From an optimization exercise on the open Yosys and OpenROAD flow, aimed at small area; shortcuts taken in it are not production practice.
At most, simulation tests tie the RTL to the original design; equivalence was not proved.

Setup of main:
## crc32
module crc32 (
  input         crc_en,
  input [511:0] data_in,
  output [31:0] crc_out,
  input         clk,
  input         rst
);
clock: 8.0 ns
lec_check: 0
cap_margin: 20
core_margin: 2
core_utilization: 30
cts_buf_list: sky130_fd_sc_hd__clkbuf_8
gpl_routability_driven: 1
gpl_timing_driven: 0
slew_margin: 20
synth_hierarchical: 1
synth_minimum_keep_size: 0
standard.sh (not shown) runs the stock make flow with config.mk's settings and CLKGATE_MAP_FILE= SYNTH_SCRIPT=/design/flow/synth_recipe.tcl, a recipe that flattens the netlist after the stock synthesis.
==> flow/flow/run.sh <==
#!/bin/bash
set -euo pipefail
export BUFFER_PORTS_ARGS="-buffer_cell sky130_fd_sc_hd__buf_1"
R=orfs/results/sky130hd/crc32/base
bash standard.sh synth > standard_synth.log 2>&1
sed -i -E 's/sky130_fd_sc_hd__mux2_(2|4|8) /sky130_fd_sc_hd__mux2_1 /' $R/1_2_yosys.v
rm -f $R/1_synth.odb $R/1_synth.sdc
bash standard.sh finish > standard_finish.log 2>&1
--- input diff main..the feature branch ---
diff --git a/flow/config.mk b/flow/config.mk
--- a/flow/config.mk
+++ b/flow/config.mk
@@ -8 +8 @@
-export CAP_MARGIN = 20
+export CAP_MARGIN = 10
@@ -14 +14 @@
-export SLEW_MARGIN = 20
+export SLEW_MARGIN = 10
- What the final checks of the feature branch revealed, after a flow that finished every stage, was a layout that fails on capacitance limit, slew limit.
- The global-route usage on the feature branch is in line with that on main.
- Going from main to the feature branch, proportion of cell area occupied by multi-input gates now smaller; worst slack after detailed placement now smaller.
- | setup slack on the worst flop-to-flop path | the feature branch vs main | better |
- Between main and the feature branch, the post-route clock period utilization is higher for the feature branch.
- In the route summary, the feature branch ends up with a via count below that of main.
- ~same share of cell area taken by flip-flops and latches in main and the feature branch

---

## alpha
Another version of the RTL of crc32 (not shown whole).
Size in the first run: roughly 2200 cells after synthesis, roughly 32 flip-flops, ~0.020 mm2 of cells after synthesis.
==> flow/config.mk <==
export PLATFORM = sky130hd
export DESIGN_NAME = crc32
export DESIGN_NICKNAME = crc32
export VERILOG_FILES = /design/flow/design.v
export SDC_FILE = /design/flow/constraint.sdc
export NUM_CORES = 4
export LEC_CHECK = 0
export CAP_MARGIN = 20
export CORE_MARGIN = 2
export CORE_UTILIZATION = 50
export CTS_BUF_LIST = sky130_fd_sc_hd__clkbuf_8
export GPL_ROUTABILITY_DRIVEN = 1
export SLEW_MARGIN = 20
export SYNTH_HIERARCHICAL = 1
export SYNTH_MINIMUM_KEEP_SIZE = 0
==> flow/constraint.sdc <==
create_clock -name core_clock -period 8.0 [get_ports {clk}]
set_input_delay 1.6000 -clock core_clock [delete_from_list [all_inputs] [get_ports {clk}]]
set_output_delay 1.6000 -clock core_clock [all_outputs]
set_load 0.01 [all_outputs]
==> flow/flow/run.sh <==
#!/bin/bash
set -euo pipefail
export BUFFER_PORTS_ARGS="-buffer_cell sky130_fd_sc_hd__buf_1"
export GPL_KEEP_OVERFLOW=0
R=orfs/results/sky130hd/crc32/base
bash standard.sh synth > standard_synth.log 2>&1
sed -i -E 's/sky130_fd_sc_hd__mux2_(2|4|8) /sky130_fd_sc_hd__mux2_1 /' $R/1_2_yosys.v
rm -f $R/1_synth.odb $R/1_synth.sdc
bash standard.sh finish > standard_finish.log 2>&1
alpha did not finish; the tool stopped in 5_1_grt with error GRT-0116.
--- input diff alpha..beta ---
# alpha
export LEC_CHECK = 0
export CAP_MARGIN = 20
export CORE_MARGIN = 2
export CORE_UTILIZATION = 50
export CTS_BUF_LIST = sky130_fd_sc_hd__clkbuf_8
export GPL_ROUTABILITY_DRIVEN = 1
export SLEW_MARGIN = 20
export SYNTH_HIERARCHICAL = 1
export SYNTH_MINIMUM_KEEP_SIZE = 0
create_clock -name core_clock -period 8.0 [get_ports {clk}]
# beta
export LEC_CHECK = 0
export CAP_MARGIN = 20
export CORE_MARGIN = 2
export CORE_UTILIZATION = 50
export CTS_BUF_LIST = sky130_fd_sc_hd__clkbuf_8
export GPL_ROUTABILITY_DRIVEN = 1
export GPL_TIMING_DRIVEN = 0
export SLEW_MARGIN = 20
export SYNTH_HIERARCHICAL = 1
export SYNTH_MINIMUM_KEEP_SIZE = 0
create_clock -name core_clock -period 8.0 [get_ports {clk}]
--- a/flow/flow/run.sh
+++ b/flow/flow/run.sh
@@ -2,5 +2,4 @@
 set -euo pipefail
 export BUFFER_PORTS_ARGS="-buffer_cell sky130_fd_sc_hd__buf_1"
-export GPL_KEEP_OVERFLOW=0
 R=orfs/results/sky130hd/crc32/base
 bash standard.sh synth > standard_synth.log 2>&1
==> notes.md <==
FAIL: alpha; every other run in beta and alpha is clean
alpha | ERROR | 5_1_grt
Measured against each other, beta and alpha differ in pre-CTS worst setup slack, the higher figure coming from alpha.
Total placed instance area: beta vs alpha, no meaningful difference
As far as height of the die goes, beta and alpha are indistinguishable; the numbers are identical.
Diff alpha..beta | post-synthesis area per instance | unchanged
beta has final RePlAce weighted congestion below what alpha had.
Post-synthesis instance area: beta vs alpha identical
Here is what was changed in the inputs of gamma compared with beta.
# beta
export LEC_CHECK = 0
export CAP_MARGIN = 20
export CORE_MARGIN = 2
export CORE_UTILIZATION = 50
export CTS_BUF_LIST = sky130_fd_sc_hd__clkbuf_8
export GPL_ROUTABILITY_DRIVEN = 1
export GPL_TIMING_DRIVEN = 0
export SLEW_MARGIN = 20
export SYNTH_HIERARCHICAL = 1
export SYNTH_MINIMUM_KEEP_SIZE = 0
create_clock -name core_clock -period 8.0 [get_ports {clk}]
# gamma
export LEC_CHECK = 0
export CAP_MARGIN = 20
export CORE_MARGIN = 2
export CORE_UTILIZATION = 40
export CTS_BUF_LIST = sky130_fd_sc_hd__clkbuf_8
export GPL_ROUTABILITY_DRIVEN = 1
export GPL_TIMING_DRIVEN = 0
export SLEW_MARGIN = 20
export SYNTH_HIERARCHICAL = 1
export SYNTH_MINIMUM_KEEP_SIZE = 0
create_clock -name core_clock -period 8.0 [get_ports {clk}]
[summary]
- The layout from gamma, despite a flow that completed every stage, fails the layout checks, with the failing checks listed as setup timing.
- gamma against beta: total half-perimeter wirelength after legalization and detailed placement rose 17000 um; initial cell density of the core fell 10 points; number of non-clock buffers about even.

---

v6:
Another version of the RTL of crc32 (not shown whole).
Size: roughly 32 flip-flops, about 27000 um^2 of cells after synthesis.
make LEC_CHECK=0 CAP_MARGIN=20 CORE_MARGIN=2 CORE_UTILIZATION=40 GPL_ROUTABILITY_DRIVEN=1 SLEW_MARGIN=20 SYNTH_HIERARCHICAL=1 SYNTH_MINIMUM_KEEP_SIZE=0 finish   # period 8.0 ns
run.sh (not shown) runs the stock make flow with config.mk's settings and CLKGATE_MAP_FILE= SYNTH_SCRIPT=/design/flow/synth_recipe.tcl, a recipe that flattens the netlist after the stock synthesis.
Stock flow here: none of the scripts above is used.
v6 is listed as incomplete: the tool reported an error in global routing and the run ended there.
Inputs modified between v6 and v7:
- a change of CORE_UTILIZATION from 40 to 28
Findings:
From the logs: v7 reached the end of the flow and failed the layout checks with setup timing. | initial core utilization | v7 vs v6 | 12 points lower |. From v6 to v7, synthesized area did not move at all. Delta (v7 minus v6): number of buffers inserted by post-CTS setup repair ~0 delta, routability congestion estimate -9.4%. v7: number of gates resized after cts is 1 lower than what v6 reported. Cell area reported after detailed placement (v7 vs. v6) increases by a few percent.
No functional check of the RTL was part of any run of this note.

---

crc32 again, from the RTL that the note above started with.
export LEC_CHECK = 0
export CAP_MARGIN = 0
export CORE_MARGIN = 2
export CORE_UTILIZATION = 60
export GPL_ROUTABILITY_DRIVEN = 1
export SLEW_MARGIN = 0
export SYNTH_HIERARCHICAL = 1
export SYNTH_MINIMUM_KEEP_SIZE = 0
create_clock -name core_clock -period 8.0 [get_ports {clk}]
The baseline never finished: it broke off in global routing (5_1_grt) on GRT-0116.
Change:
Settings changed: CAP_MARGIN 0 to 20, CORE_UTILIZATION 60 to 20, SLEW_MARGIN 0 to 20.
With this change the flow went through all stages and came out clean; synthesized area does not change; synthesized cell count is unchanged.
No run of this note included a check of the RTL's function; only the layout flow was run.

---

red:
Another version of the RTL of crc32 (not shown whole).
Size in the first run: about 2300 cells after synthesis, roughly 32 flip-flops, roughly 550 I/O pins, ~21000 sq um of cells after synthesis.
export LEC_CHECK = 0
export CAP_MARGIN = 20
export CORE_MARGIN = 2
export CORE_UTILIZATION = 30
export GPL_ROUTABILITY_DRIVEN = 1
export GPL_TIMING_DRIVEN = 0
export SLEW_MARGIN = 20
export SYNTH_HIERARCHICAL = 1
export SYNTH_MINIMUM_KEEP_SIZE = 0
create_clock -name core_clock -period 8.0 [get_ports {clk}]
standard.sh (not shown) runs the stock make flow with config.mk's settings and CLKGATE_MAP_FILE= SYNTH_SCRIPT=/design/flow/synth_recipe.tcl, a recipe that flattens the netlist after the stock synthesis.
==> flow/flow/run.sh <==
#!/bin/bash
set -euo pipefail
export BUFFER_PORTS_ARGS="-buffer_cell sky130_fd_sc_hd__buf_1"
R=orfs/results/sky130hd/crc32/base
bash standard.sh synth > standard_synth.log 2>&1
sed -i -E 's/sky130_fd_sc_hd__mux2_(2|4|8) /sky130_fd_sc_hd__mux2_1 /' $R/1_2_yosys.v
rm -f $R/1_synth.odb $R/1_synth.sdc
bash standard.sh finish > standard_finish.log 2>&1
Modified inputs, blue compared to red
# red
export LEC_CHECK = 0
export CAP_MARGIN = 20
export CORE_MARGIN = 2
export CORE_UTILIZATION = 30
export GPL_ROUTABILITY_DRIVEN = 1
export GPL_TIMING_DRIVEN = 0
export SLEW_MARGIN = 20
export SYNTH_HIERARCHICAL = 1
export SYNTH_MINIMUM_KEEP_SIZE = 0
create_clock -name core_clock -period 8.0 [get_ports {clk}]
# blue
export LEC_CHECK = 0
export CAP_MARGIN = 20
export CORE_MARGIN = 2
export CORE_UTILIZATION = 30
export GPL_ROUTABILITY_DRIVEN = 1
export SLEW_MARGIN = 20
export SYNTH_HIERARCHICAL = 1
export SYNTH_MINIMUM_KEEP_SIZE = 0
create_clock -name core_clock -period 8.0 [get_ports {clk}]
==> flow/flow/run.sh <==
#!/bin/bash
# The standard layout, with the port buffers made from the smallest buffer cell
# (every input and output port still gets its own buffer).
set -euo pipefail
export BUFFER_PORTS_ARGS="-buffer_cell sky130_fd_sc_hd__buf_1"
bash standard.sh finish > standard_finish.log 2>&1
### Flow results
Summary of blue over red: die width now sits at about the same level, worst hold slack fell by 15 ps. Sort blue and red by non-clock buffer instance count of the final layout, descending, and blue comes first. Relative to red, setup slack after placement has increased by 810 ps in blue.
> inputs changed (blue -> green)
# blue
export LEC_CHECK = 0
export CAP_MARGIN = 20
export CORE_MARGIN = 2
export CORE_UTILIZATION = 30
export GPL_ROUTABILITY_DRIVEN = 1
export SLEW_MARGIN = 20
export SYNTH_HIERARCHICAL = 1
export SYNTH_MINIMUM_KEEP_SIZE = 0
create_clock -name core_clock -period 8.0 [get_ports {clk}]
# green
export LEC_CHECK = 0
export CAP_MARGIN = 20
export CORE_MARGIN = 2
export CORE_UTILIZATION = 30
export CTS_BUF_LIST = sky130_fd_sc_hd__clkbuf_8
export GPL_ROUTABILITY_DRIVEN = 1
export GPL_TIMING_DRIVEN = 0
export SLEW_MARGIN = 20
export SYNTH_HIERARCHICAL = 1
export SYNTH_MINIMUM_KEEP_SIZE = 0
create_clock -name core_clock -period 8.0 [get_ports {clk}]
==> flow/flow/run.sh <==
#!/bin/bash
set -euo pipefail
export BUFFER_PORTS_ARGS="-buffer_cell sky130_fd_sc_hd__buf_1"
R=orfs/results/sky130hd/crc32/base
bash standard.sh synth > standard_synth.log 2>&1
sed -i -E 's/sky130_fd_sc_hd__mux2_(2|4|8) /sky130_fd_sc_hd__mux2_1 /' $R/1_2_yosys.v
rm -f $R/1_synth.odb $R/1_synth.sdc
bash standard.sh finish > standard_finish.log 2>&1
Notes after the runs:
- green vs blue, number of vias per cell after detailed routing went down by about 3%.
- Changes observed in green relative to blue: setup slack dropped 800 ps, worst-case reg-to-reg path depth grew by 1, final cell count shrank by 151.
- Looking at register share of the cell area, green sits 0.15 points above blue.
- The minimum setup slack among reg-to-reg paths of green was inferior to that of blue.
- Global-route usage sits lower in green than in blue.
- On green: first-pass GRT wire length is about 8% lower than what blue gave.
- [green] clock distribution area overhead in the final layout fell 0.19 points relative to blue
Modified inputs, orange compared to green
# green
export LEC_CHECK = 0
export CAP_MARGIN = 20
export CORE_MARGIN = 2
export CORE_UTILIZATION = 30
export CTS_BUF_LIST = sky130_fd_sc_hd__clkbuf_8
export GPL_ROUTABILITY_DRIVEN = 1
export GPL_TIMING_DRIVEN = 0
export SLEW_MARGIN = 20
export SYNTH_HIERARCHICAL = 1
export SYNTH_MINIMUM_KEEP_SIZE = 0
create_clock -name core_clock -period 8.0 [get_ports {clk}]
# orange
export LEC_CHECK = 0
export CAP_MARGIN = 20
export CORE_MARGIN = 2
export CORE_UTILIZATION = 40
export GPL_ROUTABILITY_DRIVEN = 1
export SLEW_MARGIN = 20
export SYNTH_HIERARCHICAL = 1
export SYNTH_MINIMUM_KEEP_SIZE = 0
create_clock -name core_clock -period 8.0 [get_ports {clk}]
==> flow/run.sh (new file) <==
#!/bin/bash
# synth_recipe.tcl (not shown) runs the flow's synth.tcl, then flattens the netlist and writes it again
# the make line also repeats each setting of config.mk as NAME=value (left out here)
make -C /OpenROAD-flow-scripts/flow DESIGN_CONFIG=/design/flow/config.mk WORK_HOME=/design/flow/orfs CLKGATE_MAP_FILE= SYNTH_SCRIPT=/design/flow/synth_recipe.tcl finish
removed: flow/flow/run.sh
removed: flow/standard.sh
## What came out
To summarise orange: no stage aborted, but the layout did not pass its checks, failing on setup timing.
orange against green: worst endpoint data arrival time grew by 220 ps, die boundary width shrank by about 13%, chip height shrank by 13%, area after synthesis grew by about 0.55%.
In orange the instance area at placement turned out 15% higher than in green.
Relative to green, the area share of buffers outside the clock network of orange is higher by 12 points.
Inputs modified between orange and purple:
# orange
export LEC_CHECK = 0
export CAP_MARGIN = 20
export CORE_MARGIN = 2
export CORE_UTILIZATION = 40
export GPL_ROUTABILITY_DRIVEN = 1
export SLEW_MARGIN = 20
export SYNTH_HIERARCHICAL = 1
export SYNTH_MINIMUM_KEEP_SIZE = 0
create_clock -name core_clock -period 8.0 [get_ports {clk}]
# purple
export LEC_CHECK = 0
export CAP_MARGIN = 20
export CORE_MARGIN = 2
export CORE_UTILIZATION = 30
export GPL_ROUTABILITY_DRIVEN = 1
export SLEW_MARGIN = 20
export SYNTH_HIERARCHICAL = 1
export SYNTH_MINIMUM_KEEP_SIZE = 0
create_clock -name core_clock -period 8.0 [get_ports {clk}]
==> flow/flow/run.sh (new file) <==
#!/bin/bash
set -euo pipefail
export BUFFER_PORTS_ARGS="-buffer_cell sky130_fd_sc_hd__buf_1"
export GPL_KEEP_OVERFLOW=0
R=orfs/results/sky130hd/crc32/base
bash standard.sh synth > standard_synth.log 2>&1
sed -i -E 's/sky130_fd_sc_hd__mux2_(2|4|8) /sky130_fd_sc_hd__mux2_1 /' $R/1_2_yosys.v
rm -f $R/1_synth.odb $R/1_synth.sdc
bash standard.sh finish > standard_finish.log 2>&1
==> flow/standard.sh (new file) <==
#!/bin/bash
# synth_recipe.tcl (not shown) runs the flow's synth.tcl, then flattens the netlist and writes it again
# the make line also repeats each setting of config.mk as NAME=value (left out here)
make -C /OpenROAD-flow-scripts/flow DESIGN_CONFIG=/design/flow/config.mk WORK_HOME=/design/flow/orfs CLKGATE_MAP_FILE= SYNTH_SCRIPT=/design/flow/synth_recipe.tcl "${@:-finish}"
removed: flow/run.sh
--- outcome ---
No stage failed in purple, and the final checks on the layout all came back clean.
Worst-skew pair later-pin latency of purple is on par with orange.
The fill cell instance count of the final layout in purple was higher than what orange gave.
Arrival time of data at the critical path endpoint (higher): orange
In purple, the highest clock frequency the design can meet came out 2.2% above the value in orange.
purple against orange: worst endpoint required time has remained practically unchanged; post-layout minimum cycle time fell by 180 ps.
| setup slack | purple vs orange | 180 ps higher |
The higher initial core utilization of orange and purple is in orange.
Core util | purple vs orange | purple lower
Routed wire length on met3 for purple is lower than for orange.
orange has a lower x dimension of the die than purple.

[re-timing with driven ports]
The flow's constraints put no driver on any port. The routed layouts listed below were extracted and timed again, unchanged, in two steps.
Step 1 (the two cells are an assumption about what drives the block):
set clk [get_ports {clk}]
set_driving_cell -lib_cell sky130_fd_sc_hd__clkbuf_16 $clk
set_driving_cell -lib_cell sky130_fd_sc_hd__buf_2 [delete_from_list [all_inputs] $clk]
Step 2 adds t to the input delays and takes it off the output delays; t is the mean of the earliest and latest rising clock arrival at the registers after step 1. Input paths then give back, and output paths get back, about the clock's delay inside the block.
a / b / c = no drivers / after step 1 / after step 2; a / b = the first two.
| run | t (ns) | setup WS [ns] | latest minus earliest clock arrival (ns) | worst data-port slew with drivers (ns) |
|---|---|---|---|---|
| main | 0.340 | 0.396 / 0.391 / 0.051 | 0.022 / 0.022 | 0.08 |
| the feature branch | 0.338 | 0.325 / 0.328 / -0.010 | 0.022 / 0.021 | 0.08 |
| beta | 0.336 | 0.555 / 0.567 / 0.231 | 0.012 / 0.012 | 0.07 |
| gamma | 0.329 | -0.293 / -0.292 / -0.621 | 0.014 / 0.015 | 0.10 |
| v7 | 0.370 | -0.186 / -0.178 / -0.548 | 0.011 / 0.010 | 0.08 |
| the second run of note 4 | 0.408 | 0.795 / 0.826 / 0.418 | 0.024 / 0.024 | 0.11 |
| red | 0.328 | 0.239 / 0.246 / -0.081 | 0.012 / 0.013 | 0.10 |
| blue | 0.332 | 0.970 / 0.985 / 0.653 | 0.010 / 0.009 | 0.09 |
| green | 0.344 | 0.168 / 0.180 / -0.164 | 0.017 / 0.017 | 0.09 |
| orange | 0.327 | -0.090 / -0.083 / -0.409 | 0.010 / 0.009 | 0.07 |
| purple | 0.337 | 0.086 / 0.110 / -0.227 | 0.011 / 0.012 | 0.10 |
The setup slack of the second run of note 4, which loses most, moves by +0.031 ns with the drivers and by -0.377 ns with both steps.
